From an optimization exercise on the open Yosys and OpenROAD flow, aimed at small area and a short achievable clock period; shortcuts taken in it are not production practice.
Where RTL was checked, it was by simulation tests only, not by an equivalence proof against the original.
Only the layout flow was run in run 1; the RTL was not checked for function there.

==> flow/design.v, too long to show whole: its modules and the start of the top module <==
// module krv_core: 66 lines
// module mul33_array: 2060 lines
// module mul_fa: 4 lines
// module mul_ha: 4 lines
// module core: 199 lines
// module npc_sel: 47 lines
// module core_body: 2248 lines
module krv_core (
	input  wire        clk,
	input  wire        rstn,
	input  wire        kplic_int,
	input  wire        core_timer_int,
	output wire        wfi,
	output wire        instr_itcm_access,
	output wire [31:0] instr_itcm_addr,
	input  wire [31:0] instr_itcm_read_data,
	input  wire        instr_itcm_read_data_valid,
	output wire        data_dtcm_access,
	input  wire        data_dtcm_ready,
	output wire        data_dtcm_rd0_wr1,
	output wire [3:0]  data_dtcm_byte_strobe,
	output wire [31:0] data_dtcm_write_data,
	output wire [31:0] data_dtcm_addr,
	input  wire [31:0] data_dtcm_read_data,
	input  wire        data_dtcm_read_data_valid,
	output wire        IAHB_access,
	output wire [31:0] IAHB_addr,
	input  wire [31:0] IAHB_read_data,
	input  wire        IAHB_read_data_valid,
	output wire        DAHB_access,
	output wire        DAHB_rd0_wr1,
	output wire [2:0]  DAHB_size,
	output wire [31:0] DAHB_write_data,
	output wire [31:0] DAHB_addr,
	input  wire        DAHB_trans_buffer_full,
	input  wire [31:0] DAHB_read_data,
	input  wire        DAHB_read_data_valid
);
  // ...
==> flow/flow/run.sh <==
#!/bin/bash
# Layout flow: the standard ORFS flow, with the timing repair steps asked
# to keep a larger setup margin (so they keep improving paths that already
# meet the clock) and plain buffers on the ports.  Every tool's output goes
# to standard.log in this folder.
set -euo pipefail
bash standard.sh SETUP_SLACK_MARGIN=13.5 "BUFFER_PORTS_ARGS=-buffer_cell sky130_fd_sc_hd__buf_2" finish > standard.log 2>&1
==> flow/standard.sh <==
#!/bin/bash
# synth_recipe.tcl (not shown) runs the flow's synth.tcl, then flattens the netlist and writes it again
# the make line also repeats each setting of config.mk as NAME=value (left out here)
make -C /OpenROAD-flow-scripts/flow DESIGN_CONFIG=/design/flow/config.mk WORK_HOME=/design/flow/orfs CLKGATE_MAP_FILE= SYNTH_SCRIPT=/design/flow/synth_recipe.tcl "${@:-finish}"
==> flow/config.mk <==
export PLATFORM = sky130hd
export DESIGN_NAME = krv_core
export DESIGN_NICKNAME = krv_core
export VERILOG_FILES = /design/flow/design.v
export SDC_FILE = /design/flow/constraint.sdc
export NUM_CORES = 8
export LEC_CHECK = 0
export CAP_MARGIN = 35
export CORE_MARGIN = 2
export CORE_UTILIZATION = 32
export CTS_CLUSTER_DIAMETER = 90
export CTS_CLUSTER_SIZE = 25
export PLACE_DENSITY = 0.55
export SLEW_MARGIN = 35
export SYNTH_HIERARCHICAL = 1
==> flow/constraint.sdc <==
create_clock -name core_clock -period 25.0 [get_ports {clk}]
set_input_delay 5.0000 -clock core_clock [delete_from_list [all_inputs] [get_ports {clk}]]
set_output_delay 5.0000 -clock core_clock [all_outputs]
set_load 0.01 [all_outputs]
==> reports/summary.txt, run 1 <==
Outcome -> complete, no violations
Setup slack after layout -> 13.06 ns
FF-to-FF Start -> u_core.u_body.u_dec__src_data1_ex[6]
Worst setup endpoint -> instr_itcm_access
Registers with the most flip-flops -> u_core.u_body.u_dec__u_gprs__gpr_q: 992 flops, u_core.u_body.u_alu__u_div_u__hold_r: 64 flops
Grt met3 use -> 12.96%
ANT nets after route -> 0
M2 GR Usage -> 47.87%
Most used cell along the critical path -> or4_1
Global Route Usage Sum -> 34.08%
Die width -> 639.9 um
Global placer's final weighted congestion -> 1.056
Max reg flops -> 992
Most common cell after layout, fill and taps aside -> nand2_1
Post-DR vias/cell -> 6.692
Dpl ws -> 12.16 ns
CLK BUF -> 131
Area after DPL -> 137600 um2
Design area -> 143800 um2
Worst path max stage delay -> 0.55 ns
Core area -> 402600 um2
Met1 Usage GRT -> 41.85%
Commonest cells after routing, fill and taps aside -> nand2_1 (1773), edfxtp_1 (1196), fa_1 (965)
Clock sink count -> 1693
==> inputs of run 2 (changes only) <==
--- a/flow/design.v
+++ b/flow/design.v
@@ -2374,16 +2374,48 @@
 assign mem_ready = ~(load_mem & ~mem_wb_data_valid) & ~store_stall;
 assign ex_ready = ~ex_stall & mem_ready;
 assign dec_ready = ~dec_stall & ex_ready;
 wire move = move_e | (mem_wb_data_valid ? move_a1 : move_a0) |
 	    (instr_read_data_valid & ~store_stall & (mem_wb_data_valid ? move_b1 : move_b0));
 assign next_pc = move ? move_target : pc;
 assign next_pc_itcm = move ? z_move : z_pc;
 endmodule
+module npc_tgt (
+input wire trap,
+input wire branch_taken_ex,
+input wire jalr_ex,
+input wire jal_raw,
+input wire mret_raw,
+input wire [32 - 1 : 0] vector_addr,
+input wire vector_in_itcm,
+input wire [32 - 1 : 0] br_target_ex,
+input wire [32 - 1 : 0] jalr_target,
+input wire [32 - 1 : 0] jal_target,
+input wire [32 - 1 : 0] mepc,
+input wire [32 - 1 : 0] pc_inc,
+input wire [32 - 1 : 0] pc,
+output wire [32 - 1 : 0] move_target,
+output wire z_move,
+output wire z_pc
+);
+wire early_jump = trap | branch_taken_ex | jalr_ex;
+wire [32 - 1 : 0] early_target = trap ? vector_addr : (branch_taken_ex ? br_target_ex : jalr_target);
+wire [32 - 1 : 0] seq_target = jal_raw ? jal_target : (mret_raw ? mepc : pc_inc);
+wire z_br   = ~(|br_target_ex[31:14]);
+wire z_jalr = ~(|jalr_target[31:14]);
+wire z_jal  = ~(|jal_target[31:14]);
+wire z_mepc = ~(|mepc[31:14]);
+wire z_inc  = ~(|pc_inc[31:14]);
+assign z_pc = ~(|pc[31:14]);
+wire z_early = trap ? vector_in_itcm : (branch_taken_ex ? z_br : z_jalr);
+wire z_seq = jal_raw ? z_jal : (mret_raw ? z_mepc : z_inc);
+assign move_target = early_jump ? early_target : seq_target;
+assign z_move = early_jump ? z_early : z_seq;
+endmodule
 module core_body (
 	input  wire cpu_clk,						 
 	input  wire cpu_rstn,						 
 	input  wire [32 - 1 : 0] boot_addr,			 
 	input  wire pg_resetn,						 
 	output wire wfi,						 
 	input  wire kplic_int,						 
 	input wire core_timer_int,					 
@@ -2700,32 +2732,36 @@
 end
 always @ (posedge u_fetch__cpu_clk)
 begin
 	if(!u_fetch__flush_if && u_fetch__dec_ready && u_fetch__instr_read_data_valid && !u_fetch__jump)
 	begin
 		u_fetch__pc_dec <= u_fetch__pc;
 	end
 end
-wire [32 - 1 : 0] u_fetch__br_target   = u_fetch__br_target_ex;
 wire [32 - 1 : 0] u_fetch__pc_inc      = u_fetch__pc + 32'h4;
 assign u_fetch__early_jump = u_fetch__trap | u_fetch__branch_taken_ex | u_fetch__jalr_ex;
-wire [32 - 1 : 0] u_fetch__early_target = u_fetch__trap ? u_fetch__vector_addr : (u_fetch__branch_taken_ex ? u_fetch__br_target : u_fetch__jalr_target);
-wire [32 - 1 : 0] u_fetch__seq_target = u_fetch__jal_raw ? u_fetch__jal_target : (u_fetch__mret_raw ? u_fetch__mepc : u_fetch__pc_inc);
-assign u_fetch__move_target = u_fetch__early_jump ? u_fetch__early_target : u_fetch__seq_target;
-wire u_fetch__z_vec  = u_fetch__vector_in_itcm;
-wire u_fetch__z_br   = ~(|u_fetch__br_target[31:14]);
-wire u_fetch__z_jalr = ~(|u_fetch__jalr_target[31:14]);
-wire u_fetch__z_jal  = ~(|u_fetch__jal_target[31:14]);
-wire u_fetch__z_mepc = ~(|u_fetch__mepc[31:14]);
-wire u_fetch__z_inc  = ~(|u_fetch__pc_inc[31:14]);
-assign u_fetch__z_pc   = ~(|u_fetch__pc[31:14]);
-wire u_fetch__z_early = u_fetch__trap ? u_fetch__z_vec : (u_fetch__branch_taken_ex ? u_fetch__z_br : u_fetch__z_jalr);
-wire u_fetch__z_seq = u_fetch__jal_raw ? u_fetch__z_jal : (u_fetch__mret_raw ? u_fetch__z_mepc : u_fetch__z_inc);
-assign u_fetch__z_move = u_fetch__early_jump ? u_fetch__z_early : u_fetch__z_seq;
+npc_tgt u_npc_tgt (
+.trap			(u_fetch__trap),
+.branch_taken_ex	(u_fetch__branch_taken_ex),
+.jalr_ex		(u_fetch__jalr_ex),
+.jal_raw		(u_fetch__jal_raw),
+.mret_raw		(u_fetch__mret_raw),
+.vector_addr		(u_fetch__vector_addr),
+.vector_in_itcm		(u_fetch__vector_in_itcm),
+.br_target_ex		(u_fetch__br_target_ex),
+.jalr_target		(u_fetch__jalr_target),
+.jal_target		(u_fetch__jal_target),
+.mepc			(u_fetch__mepc),
+.pc_inc			(u_fetch__pc_inc),
+.pc			(u_fetch__pc),
+.move_target		(u_fetch__move_target),
+.z_move			(u_fetch__z_move),
+.z_pc			(u_fetch__z_pc)
+);
 always @ (posedge u_fetch__cpu_clk or negedge u_fetch__cpu_rstn)
 begin
 	if (~u_fetch__cpu_rstn)
 	begin
 		u_fetch__pc <= {32{1'b0}};
 	end
 	else
 	begin
==> reports/summary.txt, run 2 <==
Outcome -> complete, no violations (unchanged)
Die Y -> 639.9 um (about the same)
Slew Limit Fails -> 0 (unchanged)
Layout area overhead -> 10.75% (was 11.16%)
Family with the most delay on the worst path -> multiplexers (was simple AND/OR/NAND/NOR gates)
Fin. Hold Viols -> 0 (unchanged)
Post-DR vias/cell -> 6.591 (was 6.692)
Largest register by flop count -> u_core.u_body.u_dec__u_gprs__gpr_q (unchanged)
Worst Setup Path Type -> primary input to output port (was flip-flop to output port)
Vias in the first global route -> 112900 (was 113400)
Post-DR wirelength/cell -> 38.72 um (was 39.67 um)
Vias -> 119900 (was 121800)
Nets -> 14110 (was 14120)
CTS buffer count -> 100 (was 95)
Drt pass-1 iters -> 10 (was 12)
Crit path DAT -> 6.57 ns (was 6.94 ns)
Drt initial violations -> 21590 (was 24410)
First-pass GRT wire length -> 950100 um (was 968800 um)
Avg Inst Size Synth -> 10.14 um2 (was 10.15 um2)
Critical path buffers and inverters -> 4 (was 7)
Clk slew on worst S/H paths -> 0.09 ns (was 0.10 ns)
Final TNS setup -> 0 ns (unchanged)
Critical path endpoint category -> output port (unchanged)
Die width -> 639.9 um (about the same)
Period Utilization, post-route -> 46.29% (was 47.76%)
Warnings, synthesis -> 8 (unchanged)
FF-to-FF Start -> u_core.u_body.u_dec__src_data1_ex[27] (was u_core.u_body.u_dec__src_data1_ex[6])
Layout Skew -> 0.1128 ns (was 0.1163 ns)
Register-to-register setup slack -> 13.89 ns (was 13.42 ns)
Die footprint -> 409500 um2 (was 409400 um2)
Clock sink count -> 1693 (unchanged)
Worst R2R End -> u_core.u_body.u_trap_ctrl__mepc[19] (was u_core.u_body.u_mcsr__dtcm_start_addr[17])
Non-Filler Instances -> 18190 (was 18210)
RSZ-0062 raised after global routing -> yes (unchanged)
Max reg flops -> 992 (unchanged)
Cells after Synth -> 12760 (was 12750)
Total grt overflow -> 0 (unchanged)
Registers with the most flip-flops -> u_core.u_body.u_dec__u_gprs__gpr_q: 992 flops, u_core.u_body.u_alu__u_div_u__hold_r: 64 flops (unchanged)
Pin count of the biggest net entering global routing -> 158 (was 73)
Post-route minimum period -> 11.57 ns (was 11.94 ns)
Initial Utilization -> 32.14% (about the same)
MaxCap Viol Count -> 0 (unchanged)
Global placer's final weighted congestion -> 1.056 (about the same)
Final setup vio count -> 0 (unchanged)
Worst Hold Path Cells -> 0 (unchanged)
Row count -> 233 (unchanged)
H-tree levels -> 3 (unchanged)
Share of layout cells above drive strength 1 -> 12.81% (was 13.06%)
I/O Pins -> 344 (unchanged)
ANT nets after route -> 0 (unchanged)
Worst path max stage delay -> 0.32 ns (was 0.55 ns)
Global Route Usage Sum -> 33.21% (was 34.08%)
Placed wire-length estimate -> 482100 um (was 482700 um)
Max Buffers Root-to-Sink -> 3 (unchanged)
Commonest cells after routing, fill and taps aside -> nand2_1 (1854), edfxtp_1 (1196), fa_1 (964) (was nand2_1 (1773), edfxtp_1 (1196), fa_1 (965))
HP Class -> flip-flop to flip-flop (unchanged)
Initial antenna violation count -> 71 (was 87)
CTS root buffer -> clkbuf_16 (unchanged)
Worst r2r path cells -> 27 (was 26)
Clock latency (worst-skew pair) -> 0.89 ns (was 0.88 ns)
Peak fanout along the critical path -> 8 (was 3)
Critical Path RT -> 20.00 ns (about the same)
Most common cell after layout, fill and taps aside -> nand2_1 (unchanged)
Filler Cells Inserted -> 40420 (was 40350)
Mapped Area -> 129400 um2 (about the same)
Design area -> 143300 um2 (was 143800 um2)
Drc violations -> 0 (unchanged)
Core area -> 402600 um2 (unchanged)
F_max -> 86.42 MHz (was 83.75 MHz)
Hold Buf Count CTS -> 0 (unchanged)
Max-slew headroom -> 22.07% (was 24.82%)
Worst Hold Path EP -> u_core.u_body.u_trap_ctrl__kplic_int_sync2 (unchanged)
TritonCTS clock tree -> done (unchanged)
Port-buffer cells -> 306 (unchanged)
Crit path cell chain -> buf_16 -> a22oi_4 -> mux2i_2 -> o22ai_4 -> buf_12 -> buf_12 -> mux2_4 -> buf_6 (was buf_12 -> clkinvlp_4 -> ha_4 -> or4_4 -> nor2_4 -> nand2_2 -> nor4_4 -> nor4b_4 -> a32oi_2 -> a31o_1 -> and2_4 -> a2111oi_4 -> buf_6 -> buf_16 -> nand3b_1 -> buf_12 -> or3_1 -> or4_1 -> or4_1 -> or4_1 -> o211ai_1 -> buf_4 -> mux2_4 -> buf_6)
Area after DPL -> 137800 um2 (was 137600 um2)
Hold_sp -> u_core.u_body.u_trap_ctrl__kplic_int_sync1 (unchanged)
Inst Count DP -> 17880 (was 17840)
Most used cell along the critical path -> buf_12 (was or4_1)
DRT Wirelength -> 704200 um (was 722400 um)
Slew at the pin closest to its max-slew limit -> 1.165 ns (was 1.116 ns)
Startpoint Class -> primary input (was flip-flop)
Hold slack -> 0.3564 ns (was 0.3610 ns)
Slowest cell on crit path -> mux2_4 (was or4_4)
[run 2: timing repair]
item	in CTS	in global routing
pin swaps	10	41
endpoints found under the setup margin	15	15
setup buffers	14	40
gates cloned	7	4
resized for setup	105	79
[run 2: per-stage QoR]
stage / utilization, % / setup WS, ns
3_5_place_dp: 34.24 / 12.20
6_report: 35.60 / 13.43
5_1_grt: 35.57 / 13.34
2_1_floorplan: - / 13.93
4_1_cts: 35.32 / 13.43
3_3_place_gp: 34.09 / 11.94
[run 2: worst max path at each step]
stage                                          startpoint                  end  cells after the start
after detailed placement  u_core.u_body.u_dec__alu_div_ex   instr_itcm_addr[0]                     20
after floorplan                 data_dtcm_read_data_valid  instr_itcm_addr[10]                      5
after global routing        u_core.u_body.u_dec__store_ex    instr_itcm_access                     24
final                           data_dtcm_read_data_valid   instr_itcm_addr[7]                      8
after global placement    u_core.u_body.u_dec__alu_div_ex    instr_itcm_access                     19
after CTS                       data_dtcm_read_data_valid   instr_itcm_addr[7]                      8
[run 2: final cells by class]
type | instances | area [um2] | area share (%)
multi-input cells | 9666 | 76900 | 53.66
flip-flops and latches | 1693 | 48290 | 33.69
well taps | 5405 | 6763 | 4.719
repair buffers | 852 | 6367 | 4.443
clock buffers | 140 | 2694 | 1.880
inverters | 333 | 1272 | 0.8879
clock inverters | 49 | 898.4 | 0.6268
diodes | 49 | 122.6 | 0.08556
repair inverters | 1 | 5.005 | 0.003492
[run 2: layer usage]
metal	up-vias	global-route usage (%)	wire length [um]
met2	10340	48.37	292900
met4	40	23.88	62940
met5	-	0.4254	471
met3	2587	11.28	95730
li1	46720	-	-
met1	60190	40.89	252100
[run 2: worst register-to-register path: cells and delay by family, from the launching register on]
family,cells,cell delay [ns]
buf+inv,3,1.19
flops,1,0.73
simple gates,7,1.57
fa+ha+maj,8,4.00
compound gates,8,3.28
xor+xnor,1,0.22

separate check: timing with driven ports:
No port has a modelled driver above. Below, the same layouts with a new extraction and two added sets of constraints. Step 1: set_driving_cell puts a clkbuf_16 on clk and a buf_2 on each other input, an assumption about the parent block. Step 2, shift: input delay + t, output delay - t, t = (earliest + latest rising clock arrival at the registers) / 2. This alone moves slack from input paths to output paths. Three values: ideal, step 1, step 2; two values: the first two.
run	t (ns)	setup WS [ns]	pins driven straight from the clock port
run 1	0.935	13.060 / 12.949 / 13.215	1
run 2	0.953	13.428 / 13.338 / 13.338	1
After both steps every run listed still meets setup and hold. The setup slack of run 2, which loses most, moves by -0.090 ns with the drivers and by -0.090 ns with both steps.
